Background: an optimization exercise with open tools, aiming at small area. Do not read the settings as production practice.
In this exercise RTL edits were held to simulation tests only and were not proved equivalent to the original.
No activity file was given, so power comes from the tool's default toggle rates.

==> design/flow/design.v <==
module hvsync_generator(
    input clk,
    input rst,
    output vga_h_sync,
    output vga_v_sync,
    output reg [4:0] rx,
    output reg [5:0] qx,
    output reg [4:0] ry,
    output reg [4:0] qy
  );
    reg vga_VS;
    reg [4:0] rx_next, ry_next;
    always @(*) begin
        case (rx)
          5'd0: rx_next = 5'd1;
          5'd1: rx_next = 5'd2;
          5'd2: rx_next = 5'd3;
          5'd3: rx_next = 5'd4;
          5'd4: rx_next = 5'd5;
          5'd5: rx_next = 5'd6;
          5'd6: rx_next = 5'd7;
          5'd7: rx_next = 5'd15;
          5'd15: rx_next = 5'd14;
          5'd14: rx_next = 5'd13;
          5'd13: rx_next = 5'd12;
          5'd12: rx_next = 5'd11;
          5'd11: rx_next = 5'd10;
          5'd10: rx_next = 5'd9;
          5'd9: rx_next = 5'd8;
          5'd8: rx_next = 5'd16;
          5'd16: rx_next = 5'd17;
          5'd17: rx_next = 5'd18;
          5'd18: rx_next = 5'd19;
          5'd19: rx_next = 5'd0;
          default: rx_next = 5'd0;
        endcase
        case (ry)
          5'd0: ry_next = 5'd1;
          5'd1: ry_next = 5'd2;
          5'd2: ry_next = 5'd3;
          5'd3: ry_next = 5'd4;
          5'd4: ry_next = 5'd5;
          5'd5: ry_next = 5'd6;
          5'd6: ry_next = 5'd7;
          5'd7: ry_next = 5'd15;
          5'd15: ry_next = 5'd14;
          5'd14: ry_next = 5'd13;
          5'd13: ry_next = 5'd12;
          5'd12: ry_next = 5'd11;
          5'd11: ry_next = 5'd10;
          5'd10: ry_next = 5'd9;
          5'd9: ry_next = 5'd8;
          5'd8: ry_next = 5'd16;
          5'd16: ry_next = 5'd17;
          5'd17: ry_next = 5'd18;
          5'd18: ry_next = 5'd19;
          5'd19: ry_next = 5'd0;
          default: ry_next = 5'd0;
        endcase
    end
    wire rxmax = rx[4] & rx[1] & rx[0];                       
    wire xmax  = qx[5] & qx[3];                               
    wire rymax = ry[4] & ry[1] & ry[0];                       
    wire ymax  = qy[4] & qy[3] & qy[1] & (ry == 5'd5);             
    always @(posedge clk)
      if (rst | xmax) begin
        rx <= 0;
        qx <= 0;
      end else begin
        rx <= rx_next;
        if (rxmax)
          qx <= qx + 1;
      end
    always @(posedge clk)
      if (rst | (xmax & ymax)) begin
        ry <= 0;
        qy <= 0;
      end else if (xmax) begin
        ry <= ry_next;
        if (rymax)
          qy <= qy + 1;
      end
    wire q32 = qx == 6'd32, q37 = qx == 6'd37;
    wire q33_36 = qx[5] & ~qx[3] & (qx[2] ? ~(qx[1] | qx[0]) : (qx[1] | qx[0]));
    wire hs_on = (q32 & rx[4] & rx[1]) | q33_36 | (q37 & ~rx[4] & ~((rx == 5'd10) | (rx == 5'd9) | (rx == 5'd8)));
    assign vga_h_sync = ~hs_on;
    wire vs_n = qy[4] & qy[3] & ~qy[1] & ~qy[0] & (ry == 5'd12);
    always @(posedge clk)
    if (rst)
      vga_VS <= 0;
    else
      vga_VS <= vs_n;
    assign vga_v_sync = ~vga_VS;
endmodule
module AccelText(
    input clk,
    input rst,
    input [1:0] lsel,       
    input [2:0] cidx,       
    input [3:0] row,        
    input [3:0] col,        
    input inText,           
    input [7:0] ax,
    input [7:0] ay,
    input [7:0] az,
    output pix
);
    localparam [4095:0] ROM = 4096'hf0c00000000000000000000000000000ffffffff00000000000000000000000000000000ffffffff0000000000000000c08080c000e000700038001c000effffe000700038001e000f00ffff00000000c0c080808080808080808080808080806060303018180c0c0606030300000000c0c0c0c06060303018180c0c060603036060303018180c0c06060303000000000200020006040c18f0e00000000000000200fef00e0c0202020202020c0cf0f00202020202020c0cf0f00000000000000c0cf0f00c0c0202020202020c0cf0f000c0006000300018000c0000000000008080c0006000300018000c000600fefe0c030c030c06783cc0e00000000000001803300be0f300060006000c0c18f0e00c000c06180c7038c0e00000000000000c001800300ee0f6000600060006fcfefefe6000600060006000000000000000600c60186030606060c0e080e000600002000202040c0808f0f000000000000002000400f8800400020002020c0cf0f0006000600018001cfefc0000000000008080600018000400020002020c0cf0f08080808080808080fefe0000000000008080808080808080808e80b880e0808001010101010102020c0cf0f0000000000101010101010101010102020c0cf0f0;
    reg [7:0] a;
    always @(*)
        case (lsel)
            2'd1: a = ax;
            2'd2: a = ay;
            default: a = az;
        endcase
    wire [7:0] v = a[7] ? (~a) + 8'd1 : a;
    wire [3:0] q = v / 8'd10;
    wire [3:0] u = v % 8'd10;                  
    wire h = q >= 4'd10;                       
    wire [3:0] t = h ? q - 4'd10 : q;          
    reg [3:0] digit, dcode, code;
    always @(*) begin
        case (cidx)
            3'd3: digit = {3'b000, h};
            3'd4: digit = t;
            default: digit = u;
        endcase
        dcode = digit;
        case (cidx)
            3'd0: code = lsel == 2'd1 ? 4'd10 : lsel == 2'd2 ? 4'd11 : 4'd12;
            3'd1: code = 4'd13;
            3'd2: code = a[7] ? 4'd14 : 4'd15;
            default: code = dcode;
        endcase
    end
    wire [3:0] rowa = row;
    wire [3:0] cola = col;
    reg p;
    always @(posedge clk)
        if (rst)
            p <= 1'b0;
        else
            p <= inText & ROM[{code, rowa, cola}];
    assign pix = p;
endmodule
module VGA(
    input clk,
    input rst,
    input [7:0] ax,
    input [7:0] ay,
    input [7:0] az,
    output [2:0] pixel,
    output hsync_out,
    output vsync_out
);
    wire [4:0] rx, ry, qy;
    wire [5:0] qx;
    wire pix;
    hvsync_generator hvsync (
        .clk(clk), .rst(rst),
        .vga_h_sync(hsync_out), .vga_v_sync(vsync_out),
        .rx(rx), .qx(qx), .ry(ry), .qy(qy)
    );
    wire [2:0] cidx = qx[2:0] + 3'd3;                  
    wire qx_in = (qx[5:3] == 3'd0 & qx[2] & (qx[1] | qx[0])) | (qx[5:3] == 3'd1 & ~qx[2] & ~(qx[1] & qx[0]));
    wire qy_in = qy[4:3] == 2'd0 & qy[2] & (qy[1] | qy[0]);
    wire inText = qx_in & qy_in & ~rx[4] & ~ry[4];
    AccelText accel_text_inst (
        .clk(clk), .rst(rst),
        .lsel(qy[1:0]), .cidx(cidx), .row(ry[3:0]), .col(rx[3:0]), .inText(inText),
        .ax(ax), .ay(ay), .az(az), .pix(pix)
    );
    assign pixel = {pix, 1'b0, pix};
endmodule
==> design/flow/flow/run.sh <==
#!/bin/bash
# Standard synthesis, then an area-oriented re-mapping of the combinational logic
# (registers untouched): rounds of ABC &deepsyn + amap with four seeds each, each round
# starting from the best netlist so far; then the standard layout steps.
set -euo pipefail
W=$PWD
R=$W/orfs/results/$FLOW_PLATFORM/VGA/base
LIB=$FLOW_HOME/platforms/$FLOW_PLATFORM/lib/sky130_fd_sc_hd__tt_025C_1v80.lib
YOSYS=$FLOW_HOME/../tools/install/yosys/bin/yosys
[ -x "$YOSYS" ] || YOSYS=yosys
T=${REMAP_SECONDS:-200}
ROUNDS=${REMAP_ROUNDS:-4}

bash standard.sh synth > $W/1_standard_synth.log 2>&1
cp $R/1_2_yosys.v $W/1_2_yosys_standard.v

DU="-dont_use *probe* -dont_use *lpflow* -dont_use *clkbuf* -dont_use *clkinv* -dont_use *dly* -dont_use *_bleeder*"
round() {
  local in=$1 r=$2
  python3 $W/flow/libmodels.py $LIB $in $W/cells_$r.v > $W/1_libmodels_$r.log 2>&1
  grep -v blackbox $W/cells_$r.v > $W/cells_map_$r.v
  local n=${r#r}; [ $n -le 2 ] && n=0 || n=$((n - 2))
  for s in 1 2 3 4; do remap $in $r $(( (n * 4 + s) % 100 )) & done
  wait
}
# remap uses cells_map_<round>.v through its second argument's round prefix
remap() {
  local in=$1 r=$2 s=$3 tag=$2_$3
  sed -e "s/{T}/$T/" -e "s/{S}/$s/" $W/flow/abc_area.script > $W/abc_$tag.script
  $YOSYS -p "read_liberty -lib $LIB; read_verilog $in; hierarchy -top $FLOW_TOP; \
    techmap -map $W/cells_map_$r.v; proc; opt_expr; techmap; opt -fast; opt_clean; \
    read_liberty -lib -ignore_redef $LIB; abc -liberty $LIB $DU -script $W/abc_$tag.script; opt_clean -purge; \
    hilomap -singleton -hicell sky130_fd_sc_hd__conb_1 HI -locell sky130_fd_sc_hd__conb_1 LO; \
    insbuf -buf sky130_fd_sc_hd__buf_1 A X; splitnets; opt_clean -purge; \
    tee -o $W/remap_stat_$tag.txt stat -liberty $LIB; check -assert; \
    write_verilog -noattr -nohex -nodec $W/1_2_yosys_remapped_$tag.v" > $W/1_remap_$tag.log 2>&1
}
best=""; bestA=""
pick() {
  for f in $W/remap_stat_$1_*.txt; do
    local tag=${f#$W/remap_stat_}; tag=${tag%.txt}
    [ -f $W/1_2_yosys_remapped_$tag.v ] || continue
    local A=$(awk '/Chip area/ {print $NF}' $f)
    echo "$tag area $A" >> $W/1_remap_summary.log
    if [ -z "$bestA" ] || awk "BEGIN{exit !($A < $bestA)}"; then best=$tag; bestA=$A; fi
  done
}
# round N: four seeds from the best netlist so far; keep the best overall
cur=$W/1_2_yosys_standard.v
for n in $(seq 1 $ROUNDS); do
  round $cur r$n
  pick r$n
  cur=$W/1_2_yosys_remapped_$best.v
done
echo "best $best area $bestA" >> $W/1_remap_summary.log
cp $cur $R/1_2_yosys.v
rm -f $R/1_synth.odb $R/1_synth.sdc

bash standard.sh finish "BUFFER_PORTS_ARGS=-buffer_cell sky130_fd_sc_hd__buf_1" > $W/2_standard_layout.log 2>&1
==> design/flow/flow/abc_area.script <==
strash
&get -n
&deepsyn -T {T} -S {S}
&put
dch
amap -F 4 -A 6
topo
==> design/flow/flow/libmodels.py <==
#!/usr/bin/env python3
# Writes Verilog models of the library cells a netlist uses: combinational cells
# as logic (from their liberty functions), every other cell as a blackbox.
# usage: libmodels.py LIB NETLIST OUT
import re, sys
lib, netlist, out = sys.argv[1:4]
used = set(re.findall(r'^\s*(sky130_fd_sc_hd__\w+)\s', open(netlist).read(), re.M))
text = open(lib).read()
starts = [(m.start(), m.group(1)) for m in re.finditer(r'^\s*cell\s*\(\s*"?(\w+)"?\s*\)\s*\{', text, re.M)]
res = []
for i, (pos, name) in enumerate(starts):
    if name not in used:
        continue
    body = text[pos: starts[i + 1][0] if i + 1 < len(starts) else len(text)]
    seq = re.search(r'^\s*(ff|latch|statetable)\s*\(', body, re.M) is not None
    pins = []
    for pm in re.finditer(r'^\s*pin\s*\(\s*"?(\w+)"?\s*\)\s*\{', body, re.M):
        seg = body[pm.end(): pm.end() + 20000]
        nxt = re.search(r'^\s*pin\s*\(', seg, re.M)
        if nxt:
            seg = seg[:nxt.start()]
        d = re.search(r'direction\s*:\s*"?(\w+)"?', seg).group(1)
        f = re.search(r'^\s*function\s*:\s*"([^"]*)"', seg, re.M)
        pins.append((pm.group(1), d, f.group(1) if f else None))
    ports = ', '.join(('input ' if d == 'input' else 'output ') + p for p, d, f in pins)
    if seq or any(d == 'output' and f is None for p, d, f in pins):
        res.append('(* blackbox *) module %s(%s); endmodule' % (name, ports))
        continue
    lines = ['module %s(%s);' % (name, ports)]
    for p, d, f in pins:
        if d == 'output':
            e = f.replace('!', '~').replace('+', '|').replace('*', '&')
            lines.append('  assign %s = %s;' % (p, e))
    lines.append('endmodule')
    res.append('\n'.join(lines))
open(out, 'w').write('\n'.join(res) + '\n')
==> design/flow/standard.sh <==
#!/bin/bash
# synth_recipe.tcl (not shown) runs the flow's synth.tcl, then flattens the netlist and writes it again
# the make line also repeats each setting of config.mk as NAME=value (left out here)
make -C /OpenROAD-flow-scripts/flow DESIGN_CONFIG=/design/flow/config.mk WORK_HOME=/design/flow/orfs CLKGATE_MAP_FILE= SYNTH_SCRIPT=/design/flow/synth_recipe.tcl "${@:-finish}"
==> design/flow/config.mk <==
export PLATFORM = sky130hd
export DESIGN_NAME = VGA
export DESIGN_NICKNAME = VGA
export VERILOG_FILES = /design/flow/design.v
export SDC_FILE = /design/flow/constraint.sdc
export NUM_CORES = 4
export LEC_CHECK = 0
export CAP_MARGIN = 20
export CORE_MARGIN = 2
export CORE_UTILIZATION = 70
export CTS_BUF_LIST = sky130_fd_sc_hd__clkbuf_8
export PLACE_DENSITY = 0.85
export SLEW_MARGIN = 20
==> design/flow/constraint.sdc <==
create_clock -name core_clock -period 160.0 [get_ports {clk}]
set_input_delay 32.0000 -clock core_clock [delete_from_list [all_inputs] [get_ports {clk}]]
set_output_delay 32.0000 -clock core_clock [all_outputs]
set_load 0.01 [all_outputs]
==> results.toml, run 1 <==
[floorplanning]
ioPinCount = 31
die-area_sq_mm = 0.00368
die_y_um = 60.7
die_x_um = 60.7
row_count = 20
start_util_pct = 73.6
coreArea_sq_mm = 0.00305

[drt]
drt_wl_total_um = 7450
final_antenna_net_count = 0
wl_per_cell_um = 16.4
drc_errors = 0
vias = 3171
dr.pass1.iters = 10
viasPerCell = 6.98
drtIter0Drc = 575

[setup_path]
start_kind = "primary input"
critPathCaptureType = "flip-flop"
crit_fanout = 7
critPathArrivalTime_ns = 36.36
worstPathRequired_ns = 160.20
criticalPathCategory = "in2reg"
crit_top_cell = "nor2_1"
slowest_delay_ns = 0.72
critPathSlowestCell = "a222oi_1"

[pwr]
vdd_drop_max_mv = 0.00908
p_per_area_mw_per_mm2 = 9.07
p_leak_nw = 0.888

[placement]
portBuffers = 29
gp_congestion = 1.15
hpwl_um = 5630

[job]
drv_cap = 0

[timing]
relSlewSlack_pct = 38.9
rsz0062_at_grt = "false"
hold_viol = 0
finClkSkew_ns = 0.00416
fin_crit_ns = 36.16
fin_hold_ws_ns = 0.477
period_share_pct = 22.6
fmaxAchievable_mhz = 27.7
setup_tns_ns = 0
setup_violations = 0
final-max-slew-violation-count = 0
worst_pin_slew_ns = 0.917

[global_route]
grt_start_max_net_pins = 18
grt_util_all_layers_pct = 41.4
overflow = 0
grt_pass1_vias = 2625
antenna_found_initial = 0
grt_pass1_wl_um = 11600

[clocking]
htree_levels = 1
hold_buffers = 0
cts-resized-gates = 0
cts.clk_slew.worst_paths_ns = 0.08
cts_root_buffer = "clkbuf_8"
cts_buffer_depth = 2
cts_tree = "done"
numClockSinks = 23
cts_inserted_buffers = 3
clock_latency_ns = 0.27
cts_setup_buffers = 0

[synthesis]
synthCells = 380
avgSynthCellArea_sq_um = 5.91
syn-num-nets = 406
syn_area_sq_mm = 0.00225
yosys_warnings = 2

[hold_path]
hp-class = "reg2reg"

[finish]
fillers = 247
num_antenna_cells = 0
layout.nets = 437
drive_above_1_share_pct = 0.976
area_growth_pct = 8.85

[outcome]
status = "timing/DRC/antenna clean"
## final cells by class
cell class | count | area [sq um] | share of cell area (%)
Inverter | 51 | 191 | 7.83
Sequential cell | 23 | 460 | 18.8
Timing Repair Buffer | 29 | 109 | 4.45
Clock inverter | 1 | 5.00 | 0.205
Tap cell | 44 | 55.1 | 2.25
Multi-Input combinational cell | 303 | 1580 | 64.8
Clock buffer | 3 | 41.3 | 1.69
## state kept, by name, indices dropped and copies added, names as in the netlist
signal,cells
accel_text_inst.p,1
hvsync.rx,5
hvsync.qy,5
hvsync.qx,6
hvsync.ry,5
hvsync.vga_VS,1
## report_power, final
| part | internal (W) | switching [W] | total (W) | leakage (nW) |
|---|---|---|---|---|
| clock | 0.00000174 | 0.00000179 | 0.00000353 | 0.0255 |
| combinational | 0.00000360 | 0.00000778 | 0.0000114 | 0.676 |
| sequential | 0.00000613 | 0.00000112 | 0.00000726 | 0.186 |
## layer usage
metal / up-vias / share of wire [%] / global-route usage [%]
li1: 1453 / - / -
met1: 1399 / 38 / 55.1
met2: 255 / 44 / 64.1
met3: 64 / 13 / 9.17
met4: 0 / 5.2 / 18.9
met5: - / 0 / 0
## worst max-delay path: cells and delay by family
family	cells	cell delay, ns
AO/OA/AOI/OAI	13	2.91
AND/OR/NAND/NOR	11	1.07
buffers and inverters	3	0.36
## stage by stage
step | worst slack, ns | power, W | utilization, % | cell area [sq um] | std cells
finish | 123.84 | 0.0000222 | 80.1 | 2450 | 454
global placement | 123.93 | 0.0000177 | 78.6 | 2400 | 450
CTS | 123.91 | 0.0000214 | 80.1 | 2450 | 454
detailed placement | 123.66 | 0.0000180 | 78.6 | 2400 | 450
floorplan | 124.25 | 0.0000150 | - | 2250 | 380
global route | 123.26 | 0.0000233 | 80.1 | 2450 | 454
## final timing paths
check	slack, ns	end	from	depth (start not counted)
hold reg to reg	0.48	hvsync.qy[4]	hvsync.qy[4]	1
setup reg to reg	154.22	accel_text_inst.p	hvsync.ry[2]	28
setup / recovery	123.84	accel_text_inst.p	ax[6]	27
hold / removal	0.48	hvsync.qy[4]	hvsync.qy[4]	1
## placed cells by master, fill, tap and decap left out, drive strengths merged, types with 2 or more instances in the layout
cell type,instances
o2111a,2
inv,51
dfxtp,23
a222oi,5
or4,2
or2,2
o21bai,2
nor3,23
nand4,3
o311ai,2
nand2,26
o21ai,42
o32ai,4
o221ai,7
clkbuf,3
nand3,6
o211ai,3
a21oi,29
o22ai,14
buf,29
a31oi,13
nor4,2
a22oi,5
nor2,91
o21a,4
a211oi,5
==> run 2, diff against run 1 <==
--- a/design/flow/flow/run.sh
+++ b/design/flow/flow/run.sh
@@ -10,5 +10,5 @@
 [ -x "$YOSYS" ] || YOSYS=yosys
 T=${REMAP_SECONDS:-200}
-ROUNDS=${REMAP_ROUNDS:-4}
+ROUNDS=${REMAP_ROUNDS:-6}
 
 bash standard.sh synth > $W/1_standard_synth.log 2>&1
==> run 2 against run 1 <==
Effect of this change:
- area after synthesis increased by 0.17%
- critical endpoint unchanged
- still clean
- final area rose by 0.10%
- power shrank 34%
- highest routed layer unchanged
- register-to-register slack improved by 0.04 ns
- worst hold slack gained 0.023 ns
- first-iteration DRC count is 32% higher
- fmax decreased by 1.2%
- clock skew is 0.0011 ns lower
==> results.toml, run 2 <==
[clocking]
cts_inserted_buffers = 3
htree_levels = 1
numClockSinks = 23
cts.clk_slew.worst_paths_ns = 0.07
clock_latency_ns = 0.26
cts_setup_buffers = 0
cts_buffer_depth = 2
cts-resized-gates = 0
cts_tree = "done"
hold_buffers = 0
cts_root_buffer = "clkbuf_8"

[placement]
gp_congestion = 1.13
hpwl_um = 5580
dpl_cell_area_sq_mm = 0.00240
portBuffers = 29

[pwr]
vdd_drop_max_mv = 0.00705
p_leak_nw = 0.804
p_per_area_mw_per_mm2 = 6.01

[setup_path]
critPathCaptureType = "flip-flop"
critPathArrivalTime_ns = 36.80
slowest_delay_ns = 0.80
criticalPathCategory = "in2reg"
critPathSlowestCell = "a222oi_1"
crit_top_cell = "nor2_1"
crit_fanout = 7
worstPathRequired_ns = 160.19
start_kind = "primary input"

[floorplanning]
die_x_um = 60.7
ioPinCount = 31
die-area_sq_mm = 0.00369
start_util_pct = 73.7
row_count = 20
die_y_um = 60.7
coreArea_sq_mm = 0.00305

[timing]
period_share_pct = 22.9
finClkSkew_ns = 0.00301
relSlewSlack_pct = 39.7
fin_crit_ns = 36.62
worst_pin_slew_ns = 0.905
fmaxAchievable_mhz = 27.3
setup_violations = 0
hold_viol = 0
setup_tns_ns = 0
rsz0062_at_grt = "false"
final-max-slew-violation-count = 0

[synthesis]
avgSynthCellArea_sq_um = 6.08
yosys_warnings = 2
syn-num-nets = 396
syn_area_sq_mm = 0.00225
synthCells = 370

[drt]
dr.pass1.iters = 7
drc_errors = 0
routed-wl-met3_um = 1090
vias = 3067
wl_met1_um = 2900
highest_layer = "met4"
viasPerCell = 6.91
wl_per_cell_um = 16.9
drt_wl_total_um = 7490
final_antenna_net_count = 0
drtIter0Drc = 758
wl_met2_um = 3120

[global_route]
grt_util_all_layers_pct = 41.2
grt_start_max_net_pins = 18
grt_pass1_vias = 2507
antenna_found_initial = 0
grt_pass1_wl_um = 11500
overflow = 0

[finish]
layout.nets = 427
largest_reg_flops = 6
area_growth_pct = 8.78
final_cell_mix = "88 x nor2_1, 53 x inv_1, 32 x o21ai_0"
final_area_sq_mm = 0.00245
num_antenna_cells = 0
drive_above_1_share_pct = 0.750
layout_commonest_cell = "nor2_1"
top_register = "hvsync.qx"

[hold_path]
hp-class = "reg2reg"

[job]
drv_cap = 0

[outcome]
status = "timing/DRC/antenna clean"
==> run 2: final cells by class <==
type | count | area [sq um]
multi-input combinational | 292 | 1580
fill | 244 | 604
sequential | 23 | 460
inverter | 52 | 195
timing repair buffer | 29 | 109
tap | 44 | 55.1
clock buffer | 3 | 41.3
clock inverter | 1 | 3.75
==> run 2: path summary, 6_finish.rpt <==
| check | startpoint | endpoint | slack [ns] | cells past startpoint |
|---|---|---|---|---|
| setup / recovery | ax[7] | accel_text_inst.p | 123.38 | 28 |
| hold / removal | hvsync.qy[2] | hvsync.qy[2] | 0.50 | 2 |
| setup reg to reg | hvsync.qy[1] | accel_text_inst.p | 154.26 | 29 |
| hold reg to reg | hvsync.qy[2] | hvsync.qy[2] | 0.50 | 2 |
==> run 2: metal layers <==
layer / up-vias / track usage [%]
li1: 1432 / -
met1: 1307 / 57.0
met2: 255 / 60.2
met3: 73 / 12.8
met4: 0 / 15.8
met5: - / 0
==> run 2: worst max-delay path, delay by kind of cell <==
kind / cells / cell delay [ns]
buf+inv: 3 / 0.36
simple gates: 14 / 1.96
compound gates: 11 / 2.48
==> run 2: report_power, final <==
group | switching (W) | leakage, nW | total (W) | internal [W]
logic | 0.00000354 | 0.591 | 0.00000511 | 0.00000157
clock network | 0.00000172 | 0.0269 | 0.00000343 | 0.00000171
registers | 0.000000309 | 0.186 | 0.00000617 | 0.00000586
==> run 2: through the flow <==
stage	power, W	instances	utilization, %	hold WS [ns]	worst slack [ns]
final	0.0000147	444	80.2	0.500	123.38
after global routing	0.0000153	444	80.2	0.520	122.86
after global placement	0.0000110	440	78.7	0.474	123.67
after detailed placement	0.0000110	440	78.7	0.487	123.35
after CTS	0.0000144	444	80.2	0.502	123.59
after floorplan	0.00000975	370	-	0.451	124.08

[re-timing with driven ports]
Ports are ideal in the flow. The routed layouts listed here were re-timed in OpenROAD. Step 1 sets driving cells, clkbuf_16 on the clock port and buf_2 on the other inputs (assumed; they add their load-dependent delay and slew). Step 2, shift: input delay + t, output delay - t, t = (earliest + latest rising clock arrival at the registers) / 2. This alone moves slack from input paths to output paths. Slacks: ideal ports / drivers / drivers and shift; pairs: ideal ports / drivers.
run	t (ns)	setup WS [ns]	slew at the worst register clock pin (ns)
run 1	0.290	123.839 / 123.841 / 123.551	0.08 / 0.08
run 2	0.284	123.384 / 123.388 / 123.103	0.07 / 0.07
After both steps setup and hold are still met in every run listed. The setup slack of run 1, which loses most, moves by +0.002 ns with the drivers and by -0.288 ns with both steps.
